What follows belongs to an exercise in optimizing a design on an open flow for small area; a production flow would make more cautious choices. In this exercise RTL edits were held to simulation tests only and were not proved equivalent to the original. Power figures rest on the tool's default switching activity, not on a simulated workload.

**flow/flow/run.sh**
```bash
#!/bin/bash
# Layout flow: the standard ORFS flow (standard.sh), with three changes:
#  - synthesis runs synth.tcl here, which is synth_recipe.tcl with only ABC's
#    mapping call replaced (area scripts in abc/, the smallest result kept),
#    and without ORFS's adder extraction (ADDER_MAP_FILE empty);
#  - the input and output port buffers use sky130_fd_sc_hd__buf_1;
#  - clock tree synthesis uses clkbuf_4 and inserts no dummy loads.
# make's full output goes to flow_make.log in this folder; each ORFS step
# keeps its own log under orfs/logs/.
set -euo pipefail
here=$(cd "$(dirname "$0")" && pwd)
export MY_ABC_DIR="$here/abc"
export FLOW_SYNTH_TCL="$PWD/synth_recipe.tcl"
bash standard.sh finish "SYNTH_SCRIPT=$here/synth.tcl" "ADDER_MAP_FILE=" \
  "BUFFER_PORTS_ARGS=-buffer_cell sky130_fd_sc_hd__buf_1" \
  "CTS_ARGS=-sink_clustering_enable -repair_clock_nets -buf_list sky130_fd_sc_hd__clkbuf_4 -dont_use_dummy_load" \
  > flow_make.log 2>&1
```
**flow/flow/abc/a0.abc**
```
strash
dch -f
amap
topo
```
**flow/flow/abc/a1.abc**
```
strash
dch -f
amap -F 20 -A 40
topo
```
**flow/flow/abc/b1.abc**
```
strash
&get -n
&deepsyn -T 20 -S 1
&put
dch -f
amap
topo
```
**flow/flow/abc/b2.abc**
```
strash
&get -n
&deepsyn -T 20 -S 2
&put
dch -f
amap
topo
```
**flow/flow/abc/b3.abc**
```
strash
&get -n
&deepsyn -T 20 -S 3
&put
dch -f
amap
topo
```
**flow/flow/abc/b4.abc**
```
strash
&get -n
&deepsyn -T 20 -S 4
&put
dch -f
amap
topo
```
**flow/flow/abc/b5.abc**
```
strash
&get -n
&deepsyn -T 20 -S 5
&put
dch -f
amap
topo
```
**flow/flow/abc/b6.abc**
```
strash
&get -n
&deepsyn -T 20 -S 6
&put
dch -f
amap
topo
```
**flow/flow/abc/c1.abc**
```
strash
&get -n
&deepsyn -T 20 -S 1
&put
dch -f
amap -F 20 -A 40
topo
```
**flow/flow/abc/c2.abc**
```
strash
&get -n
&deepsyn -T 20 -S 2
&put
dch -f
amap -F 20 -A 40
topo
```
**flow/flow/abc/c3.abc**
```
strash
&get -n
&deepsyn -T 20 -S 3
&put
dch -f
amap -F 20 -A 40
topo
```
**flow/flow/abc/c4.abc**
```
strash
&get -n
&deepsyn -T 20 -S 4
&put
dch -f
amap -F 20 -A 40
topo
```
**flow/flow/abc/c5.abc**
```
strash
&get -n
&deepsyn -T 20 -S 5
&put
dch -f
amap -F 20 -A 40
topo
```
**flow/flow/abc/c6.abc**
```
strash
&get -n
&deepsyn -T 20 -S 6
&put
dch -f
amap -F 20 -A 40
topo
```
**flow/flow/abc/c7.abc**
```
strash
&get -n
&deepsyn -T 20 -S 7
&put
dch -f
amap -F 20 -A 40
topo
```
**flow/flow/abc/c8.abc**
```
strash
&get -n
&deepsyn -T 20 -S 8
&put
dch -f
amap -F 20 -A 40
topo
```
**flow/flow/synth.tcl**
```tcl
# Synthesis: the standard synthesis script (synth_recipe.tcl, which runs
# ORFS's synth.tcl with -nofsm -noshare, then flattens and renames), with
# only ABC's technology-mapping call changed: the combinational logic is
# mapped for area with several deep-synthesis seeds, and the smallest
# result is kept. Registers are mapped before this call and are unchanged.
proc abc {args} {
  set i [lsearch -exact $args -script]
  set lib [lindex $args [expr { [lsearch -exact $args -liberty] + 1 }]]
  set best -1
  yosys design -save abc_in
  foreach script [lsort [glob $::env(MY_ABC_DIR)/*.abc]] {
    yosys design -load abc_in
    yosys abc {*}[lreplace $args $i [expr { $i + 1 }] -script $script]
    yosys tee -q -o $::env(RESULTS_DIR)/abc_try.txt stat -liberty $lib
    set f [open $::env(RESULTS_DIR)/abc_try.txt]
    set txt [read $f]
    close $f
    regexp {Chip area for module '[^']*': ([0-9.]+)} $txt -> area
    puts "abc script [file tail $script]: area $area"
    if { $best < 0 || $area < $best } {
      set best $area
      yosys design -save abc_best
    }
  }
  yosys design -load abc_best
  puts "abc: kept area $best"
}
source $::env(FLOW_SYNTH_TCL)
```
**flow/standard.sh**
```bash
#!/bin/bash
# synth_recipe.tcl (not shown) runs the flow's synth.tcl, then flattens the netlist and writes it again
# the make line also repeats each setting of config.mk as NAME=value (left out here)
make -C /OpenROAD-flow-scripts/flow DESIGN_CONFIG=/design/flow/config.mk WORK_HOME=/design/flow/orfs CLKGATE_MAP_FILE= SYNTH_SCRIPT=/design/flow/synth_recipe.tcl "${@:-finish}"
```
**flow/config.mk**
```make
export PLATFORM = sky130hd
export DESIGN_NAME = top_level
export DESIGN_NICKNAME = top_level
export VERILOG_FILES = /design/flow/design.v
export SDC_FILE = /design/flow/constraint.sdc
export NUM_CORES = 4
export LEC_CHECK = 0
export ABC_AREA = 1
export ABC_CLOCK_PERIOD_IN_PS = 10000
export CAP_MARGIN = 20
export CORE_MARGIN = 2
export CORE_UTILIZATION = 55
export CTS_BUF_LIST = sky130_fd_sc_hd__clkbuf_4
export SLEW_MARGIN = 20
```
**flow/constraint.sdc**
```tcl
create_clock -name core_clock -period 10.0 [get_ports {clk_100MHz}]
set_input_delay 2.0000 -clock core_clock [delete_from_list [all_inputs] [get_ports {clk_100MHz}]]
set_output_delay 2.0000 -clock core_clock [all_outputs]
set_load 0.01 [all_outputs]
```
**flow/design.v**
```verilog
`timescale 1ns / 1ps
module aiso(clk, rst, rst_s);
   input  clk, rst;
	output rst_s;
   reg    qMeta, qOk;
   always @ (posedge clk or posedge rst)
      if (rst)	{qMeta, qOk} <= {1'b0, 1'b0};
         else	{qMeta, qOk} <= {1'b1, qMeta};
	assign rst_s = ~qOk;
endmodule
`timescale 1ns / 1ps
module vga(clk_100MHz, rst, hsync, vsync, hc, vc, h_cell, v_cell);
   input        clk_100MHz, rst;
   output       hsync, vsync;
   output [9:0] hc, vc;
   output       h_cell, v_cell;
   reg [1:0] count;
   reg [9:0] hc, vc;
   reg       hsync, vsync;
   function [9:0] inc10(input [9:0] x, input cin);
      integer i; reg c;
      begin
         c = cin;
         for (i = 0; i < 10; i = i + 1) begin
            inc10[i] = x[i] ^ c;
            c = c & x[i];
         end
      end
   endfunction
   wire tick = count[1] & ~count[0];    
   wire h_end = hc[9] & hc[8] & hc[4] & hc[3] & hc[2] & hc[1] & hc[0];    
   wire v_end = vc[9] & vc[3] & vc[2];                                    
   wire h_wrap = tick & h_end;
   wire v_wrap = h_wrap & v_end;
   wire [9:0] hc_inc = inc10(hc, tick);
   wire [9:0] vc_inc = inc10(vc, h_wrap);
   always @(posedge clk_100MHz) begin
      count <= rst ? 2'd0 : {count[0], ~count[1]};
      hc <= (rst | h_wrap) ? 10'd0 : hc_inc;
      vc <= (rst | v_wrap) ? 10'd0 : vc_inc;
   end
   wire h_sync = hc[9] & ~hc[8] & hc[7] & (hc[6] | hc[5] | hc[4]) &
                 ~(hc[6] & hc[5] & hc[4]);
   wire v_sync = ~vc[9] & vc[8] & vc[7] & vc[6] & vc[5] & ~vc[4] & vc[3] &
                 ~vc[2] & vc[1];
   always @(posedge clk_100MHz or posedge rst)
      if (rst) begin
         hsync <= 1'b0;
         vsync <= 1'b0;
      end else begin
         hsync <= ~h_sync;
         vsync <= ~v_sync;
      end
   assign h_cell = tick & hc[2] & hc[1] & hc[0];
   assign v_cell = h_wrap & vc[2] & vc[1] & vc[0];
endmodule
`timescale 1ns / 1ps
module vga_animate(clk, rst, sw, hc, vc, h_cell, v_cell, rgb);
   input         clk, rst;
   input  [1:0]  sw;
   input  [9:0]  hc, vc;
   input         h_cell, v_cell;
   output [11:0] rgb;
   reg [8:0] X;
   reg [7:0] Y;
   reg [6:0] P, W;
   reg       xfast, xneg, yneg;
   reg       mx, my;
   function [7:0] sub7(input [6:0] x, input [6:0] y);
      integer i; reg c;
      begin
         c = 1'b0;
         for (i = 0; i < 7; i = i + 1) begin
            sub7[i] = x[i] ^ y[i] ^ c;
            c = (~x[i] & y[i]) | (~(x[i] ^ y[i]) & c);
         end
         sub7[7] = c;
      end
   endfunction
   function [8:0] step9(input [8:0] x, input en, input down);
      integer i; reg c;
      begin
         c = en;
         for (i = 0; i < 9; i = i + 1) begin
            step9[i] = x[i] ^ c;
            c = c & (x[i] ^ down);
         end
      end
   endfunction
   function [7:0] step8(input [7:0] x, input en, input down);
      integer i; reg c;
      begin
         c = en;
         for (i = 0; i < 8; i = i + 1) begin
            step8[i] = x[i] ^ c;
            c = c & (x[i] ^ down);
         end
      end
   endfunction
   function [6:0] step7(input [6:0] x, input en, input down);
      integer i; reg c;
      begin
         c = en;
         for (i = 0; i < 7; i = i + 1) begin
            step7[i] = x[i] ^ c;
            c = c & (x[i] ^ down);
         end
      end
   endfunction
   function in18(input [7:0] d);
      in18 = ~d[7] & ~d[6] & ~d[5] & ~(d[4] & (d[3] | d[2] | d[1]));
   endfunction
   wire h_zero = ~|hc;
   wire refr = h_zero & vc[8] & vc[7] & vc[6] & vc[5] & ~vc[4] & ~vc[3] &
               ~vc[2] & ~vc[1] & vc[0];
   wire video = ~h_zero & (~hc[9] | (~hc[8] & (~hc[7] | ~|hc[6:0]))) &
                ~vc[9] & ~(vc[8] & vc[7] & vc[6] & vc[5]);
   wire gameover = X[8] & X[5] & X[4] & X[3] & X[2] & ~X[1] & ~X[0];
   wire ywrap = &Y;                    
   wire at_top = ~|Y[7:0];
   wire at_bottom = Y[7] & Y[6] & Y[5] & ~Y[4] & Y[3] & Y[2] &
                    (Y[1] | Y[0]);
   wire [6:0] qa = video ? vc[8:2] : Y[7:1];
   wire [6:0] qb = (video & ~hc[9]) ? W : P;
   wire [7:0] qo = sub7(qa, qb);
   wire in_q = in18(qo);
   wire [7:0] kw = sub7(Y[7:1], W);
   wire kw_ov = (kw[7] & (&kw[6:1]) & (kw[0] | Y[0])) | (~kw[7] & ~(kw[4] & kw[1]));
   wire kp_ov = (qo[7] & (&qo[6:1]) & (qo[0] | Y[0])) | in_q;
   wire x_wall = ~X[8] & ~X[7] & ~X[6] & ~X[5] & ~X[4] & X[3] & X[2] & (X[1] ^ X[0]);  
   wire x_pad  = X[8] & ~X[7] & ~X[6] & X[5] & ~X[4] & X[3] & ~X[2] & (X[1] ^ X[0]);   
   wire hit_wall = ~ywrap & x_wall & kw_ov;
   wire hit_pad  = ~video & ~ywrap & x_pad & kp_ov;
   wire w_bot = W[6] & W[5] & ~W[4] & ~W[3] & W[2] & ~W[1] & W[0];        
   wire p_bot = P[6] & P[5] & ~P[4] & ~P[3] & P[2] & ~P[1] & P[0];
   wire w_down = refr & ~ywrap & ~kw[7] & kw[4] & ~w_bot;
   wire w_up   = refr & ~ywrap & (kw[7] | (~Y[0] & ~|kw[6:0])) & |W[6:1];
   wire p_down = refr & sw[1] & ~p_bot;
   wire p_up   = refr & sw[0] & |P[6:1];
   reg [8:0] x_nxt;
   reg       xc;
   integer   i;
   always @(*) begin
      x_nxt[0] = X[0] ^ (refr & ~xfast);
      xc = refr & (xfast | (X[0] ^ xneg));
      for (i = 1; i < 9; i = i + 1) begin
         x_nxt[i] = X[i] ^ xc;
         xc = xc & (X[i] ^ xneg);
      end
   end
   wire [7:0] y_nxt = step8(Y, refr, yneg);
   wire [6:0] p_nxt = step7(P, p_down | p_up, ~p_down);
   wire [6:0] w_nxt = step7(W, w_down | w_up, ~w_down);
   always @(posedge clk) begin
      X <= (rst | gameover) ? 9'd18 : x_nxt;
      Y <= (rst | gameover) ? 8'd0 : y_nxt;
      P <= rst ? 7'd0 : p_nxt;
      W <= rst ? 7'd0 : w_nxt;
   end
   always @(posedge clk)
      if (rst) begin
         xfast <= 1'b1;
         xneg <= 1'b0;
         yneg <= 1'b0;
      end else begin
         if (at_top) yneg <= 1'b0;
         else if (at_bottom) yneg <= 1'b1;
         else if (hit_wall) begin xfast <= 1'b0; xneg <= 1'b0; end
         else if (hit_pad) begin xfast <= 1'b0; xneg <= 1'b1; end
      end
   wire ex = ~|(hc[9:3] ^ X[8:2]);
   wire ey = ~|(vc[9:3] ^ {1'b0, Y[7:2]});
   always @(posedge clk) begin
      if (rst) mx <= 1'b0; else if (h_cell) mx <= ex;
      if (rst) my <= 1'b0; else if (v_cell) my <= ey;
   end
   wire ltx = (~hc[2] & X[1]) | (~(hc[2] ^ X[1]) & ((~hc[1] & X[0]) | (~(hc[1] ^ X[0]) & ~hc[0])));
   wire lty = (~vc[2] & Y[1]) | (~(vc[2] ^ Y[1]) & ~vc[1] & Y[0]);
   wire bx_on = ltx ? mx : ex;
   wire by_on = lty ? my : ey;
   wire ball = bx_on & by_on;
   wire h_lo = |hc[2:0] & (~hc[2] | ~|hc[1:0]);
   wire paddle = hc[9] & ~hc[8] & ~hc[7] & hc[6] & ~hc[5] & hc[4] & hc[3] & h_lo & in_q;
   wire wall = ~hc[9] & ~hc[8] & ~hc[7] & ~hc[6] & hc[5] & ~hc[4] & ~hc[3] & h_lo & in_q;
   assign rgb = ~video ? 12'h000 :
                ball   ? 12'h888 :
                paddle ? 12'h093 :
                wall   ? 12'hF8C : 12'hF77;
endmodule
`timescale 1ns / 1ps
module top_level(clk_100MHz, rst, sw, hsync, vsync, rgb);
   input         clk_100MHz, rst;
   input  [1:0]  sw;
   output        hsync, vsync;
   output [11:0] rgb;
   wire          rst_s, h_cell, v_cell;
   wire   [9:0]  hc, vc;
   aiso AISO(.clk(clk_100MHz), .rst(rst), .rst_s(rst_s));
   vga VGA(.clk_100MHz(clk_100MHz), .rst(rst_s), .hsync(hsync),
           .vsync(vsync), .hc(hc), .vc(vc), .h_cell(h_cell), .v_cell(v_cell));
   vga_animate PX_ANIMATE(.clk(clk_100MHz), .rst(rst_s), .sw(sw),
                          .hc(hc), .vc(vc), .h_cell(h_cell),
                          .v_cell(v_cell), .rgb(rgb));
endmodule
```
==> qor.yml <==
run_status:
  status: "timing/DRC/antenna clean"
floorplan:
  die_y_um: 83.6
  core_um2: 6030
  dieArea_um2: 6990
  row_count: 28
  die_w_um: 83.6
  start_util_pct: 57.8
  ios: 18
sta:
  fin_hold_ws_ns: 0.177
  setup_viol: 0
  finalCriticalPeriod_ns: 7.45
  layout_setup_ws_ns: 2.55
  fmax_mhz: 134
  tns_ns: 0
  skew_ns: 0.0314
  hold_viol: 0
  worst_pin_slew_ns: 0.891
  maxSlewViolCount: 0
  timing.final.crit_share_pct: 74.5
  rsz0062_at_grt: "false"
  maxSlewHeadroom_pct: 40.5
route:
  ant_nets: 0
  drt-total-wl_um: 8940
  drt_iter0_drc: 301
  wl_per_cell_um: 15.2
  first_pass_iters: 5
  vias: 3679
  avgViaCountPerCell: 6.26
  drc: 0
power:
  ir_worst_vdd_uv: 81.0
  p_sw_share_pct: 25.5
  internal-power_uw: 301
  clkPwrFrac_pct: 30.0
  switching_power_uw: 103
  p_leak_uw: 0.00119
  p_total_uw: 404
  powerDensity_nw_per_um2: 110
  seqPwrFrac_pct: 61.7
  p_comb_share_pct: 8.3
synthesis:
  synth_nets: 495
  yosysTopAreaCell: "dfxtp_1"
  netlist_area_um2: 3480
  synth_warnings: 3
  synth-async-reset-ratio_pct: 6.45
  synth_cell_types: 40
  synth_edf_count: 0
  synthCells: 491
  syn_area_per_cell_um2: 7.10
  yosys.area.top_type_share_pct: 33.3
  synthTopCellsByArea: "dfxtp_1 33%, nor2_1 11%, clkinv_1 7.3%"
  yosys_register_bits: 62
  synth_seq_area_share_pct: 36.2
  yosysMostFrequentCell: "nor2_1"
  synth_flop_cell: "dfxtp_1"
  synthTopCellsByCount: "100 x nor2_1, 68 x clkinv_1, 58 x dfxtp_1"
setup_path:
  r2r_setup_slack_ns: 5.35
  r2r_start: "VGA.hc[1]"
  setup.worst_path.end_class: "output pin"
  worstPathArrival_ns: 5.45
  critPathMaxFanout: 12
  cp-start-kind: "flip-flop"
  reg2reg_to: "PX_ANIMATE.xfast"
  rr_worst_depth: 22
  setup.worst_path.class: "flip-flop to output pin"
  required_ns: 8.00
cells_and_area:
  final_cell_area_um2: 3680
  final_nets: 519
  diodes: 0
  seq_area_um2: 1260
  nFillCells: 583
  drive_gt1_share_pct: 2.14
  area_growth_pct: 5.60
  multi_input_area_um2: 1920
run:
  maxCapViolCount: 0
clock_tree:
  cts.htree.levels: 3
  post_cts_buffers: 0
  cts_buffers: 9
  clk_pin_slew_ns: 0.11
  clock_sinks: 62
  cts_tree: "done"
  ctsHoldBuffers: 0
  clock_latency_ns: 0.42
  cts_buffer_depth: 2
  cts_root_buffer: "clkbuf_4"
  cts_resized: 0
placement:
  dp_hpwl_um: 6770
  port_buffers: 17
  gp_congestion: 0.921
  place_area_um2: 3610
  dp_slack_ns: 3.08
global_routing:
  grt_pass1_wl_um: 15100
  grt_overflow: 0
  grt_max_degree: 21
  grt_pass1_vias: 3168
  grtUsageTotal_pct: 26.2
  antenna_found_initial: 0
min_path:
  hold_class: "flip-flop to asynchronous set/reset pin"
## power by group through the flow
stage,clock network [µW],logic (µW),registers [µW]
after floorplan,0,27.1,255
after global placement,0,32.1,255
after detailed placement,0,33.0,255
after CTS,125,33.2,249
after global routing,135,37.7,250
final,121,33.7,249
## per-stage QoR
| step | utilization [%] | instances |
|---|---|---|
| 2_1_floorplan | - | 491 |
| 6_report | 61.1 | 588 |
| 3_3_place_gp | 59.9 | 579 |
| 3_5_place_dp | 59.9 | 579 |
| 5_1_grt | 61.1 | 588 |
| 4_1_cts | 61.1 | 588 |
## layout by cell type (no fill, tap or decap), types with 2 or more instances in the layout
master and count:
a2111oi_0 2, a211oi_1 23, a21oi_1 25, a221oi_1 12
a222oi_1 3, a22oi_1 8, a31oi_1 3, a41oi_1 2
buf_1 17, buf_4 2, clkbuf_4 9, clkinv_1 68
dfrtp_1 4, dfxtp_1 58, nand2_1 41, nand3_1 7
nand3b_1 2, nand4_1 6, nor2_1 100, nor3_1 20
nor4_1 6, o21a_1 9, o21ai_0 35, o221ai_1 12
o22ai_1 19, o31ai_1 2, or4_1 3
## sequential cells by signal, summed over array words and instances (netlist names)
signal            cells
VGA.hc               10
VGA.vc               10
PX_ANIMATE.X          9
PX_ANIMATE.Y          8
PX_ANIMATE.P          7
PX_ANIMATE.W          7
VGA.count             2
AISO.qMeta            1
AISO.qOk              1
PX_ANIMATE.mx         1
PX_ANIMATE.my         1
PX_ANIMATE.xfast      1
PX_ANIMATE.xneg       1
PX_ANIMATE.yneg       1
VGA.hsync             1
VGA.vsync             1
## layer usage
metal | part of all wire [%] | track usage, %
met5 | 0 | 0
met4 | 1.3 | 8.65
met3 | 6.7 | 5.74
met2 | 45 | 41.2
met1 | 47 | 35.8
## worst max-delay path, cell delays in order, from the launching register on
cell,delay (ns)
dfxtp_1,0.34
nor2_1,0.22
nand2_1,0.11
nor4_1,0.33
o2111ai_1,0.50
nor2_1,0.56
clkinv_1,0.34
o22ai_1,0.23
nand2_1,0.09
o21a_1,0.12
nand2_1,0.07
nand2_1,0.07
nand2_1,0.07
nand2_1,0.08
o21ai_0,0.21
nand2_1,0.10
nand2_1,0.09
o21a_1,0.13
nand3b_1,0.09
a311oi_1,0.37
o211ai_1,0.18
nor4_1,0.31
nor2_1,0.15
nor2_1,0.12
buf_1,0.17
## cell families after synthesis
| group | after synthesis | share of synthesized area (%) |
|---|---|---|
| other | 1 | 0.108 |
| xor gates and xnor gates | 1 | 0.251 |
| DFF | 62 | 36.2 |
| buffers and inverters | 74 | 8.62 |
| AOI/OAI and AO/OA | 163 | 31.6 |
| and+or+nand+nor | 190 | 23.2 |
## worst max path at each step
| stage | from | endpoint | slack [ns] |
|---|---|---|---|
| floorplan | VGA.hc[6] | rgb[3] | 3.86 |
| global placement | VGA.hc[6] | rgb[3] | 3.37 |
| detailed placement | VGA.hc[6] | rgb[3] | 3.08 |
| CTS | VGA.hc[1] | rgb[3] | 2.64 |
| global route | VGA.hc[1] | rgb[3] | 1.86 |
| finish | VGA.hc[1] | rgb[3] | 2.55 |
## area by class of cell
cell class | count | share of cell area (%)
multi-input cells | 355 | 52.3
flip-flops and latches | 62 | 34.3
inverters | 68 | 6.94
well taps | 75 | 2.55
repair buffers | 19 | 2.14
clock buffers | 9 | 1.84

port drivers added, routing unchanged:
Ports are ideal in the flow. The routed layout listed here was re-timed in OpenROAD.
Step 1 sets driving cells, clkbuf_16 on the clock port and buf_2 on the other inputs (assumed; they add their load-dependent delay and slew).
Step 2, shift: input delay + t, output delay - t, t = (earliest + latest rising clock arrival at the registers) / 2. This alone moves slack from input paths to output paths.
Three values: ideal ports, drivers, drivers and shift; two values: the first two.
shift t [ns]: 0.429
slack for setup (ns): 2.550 / 2.521 / 2.951
hold slack, ns: 0.177 / 0.177 / 0.177
After both steps this run still meets setup and hold. For this run, drivers alone change the setup slack by -0.029 ns; drivers and shift together by +0.401 ns.
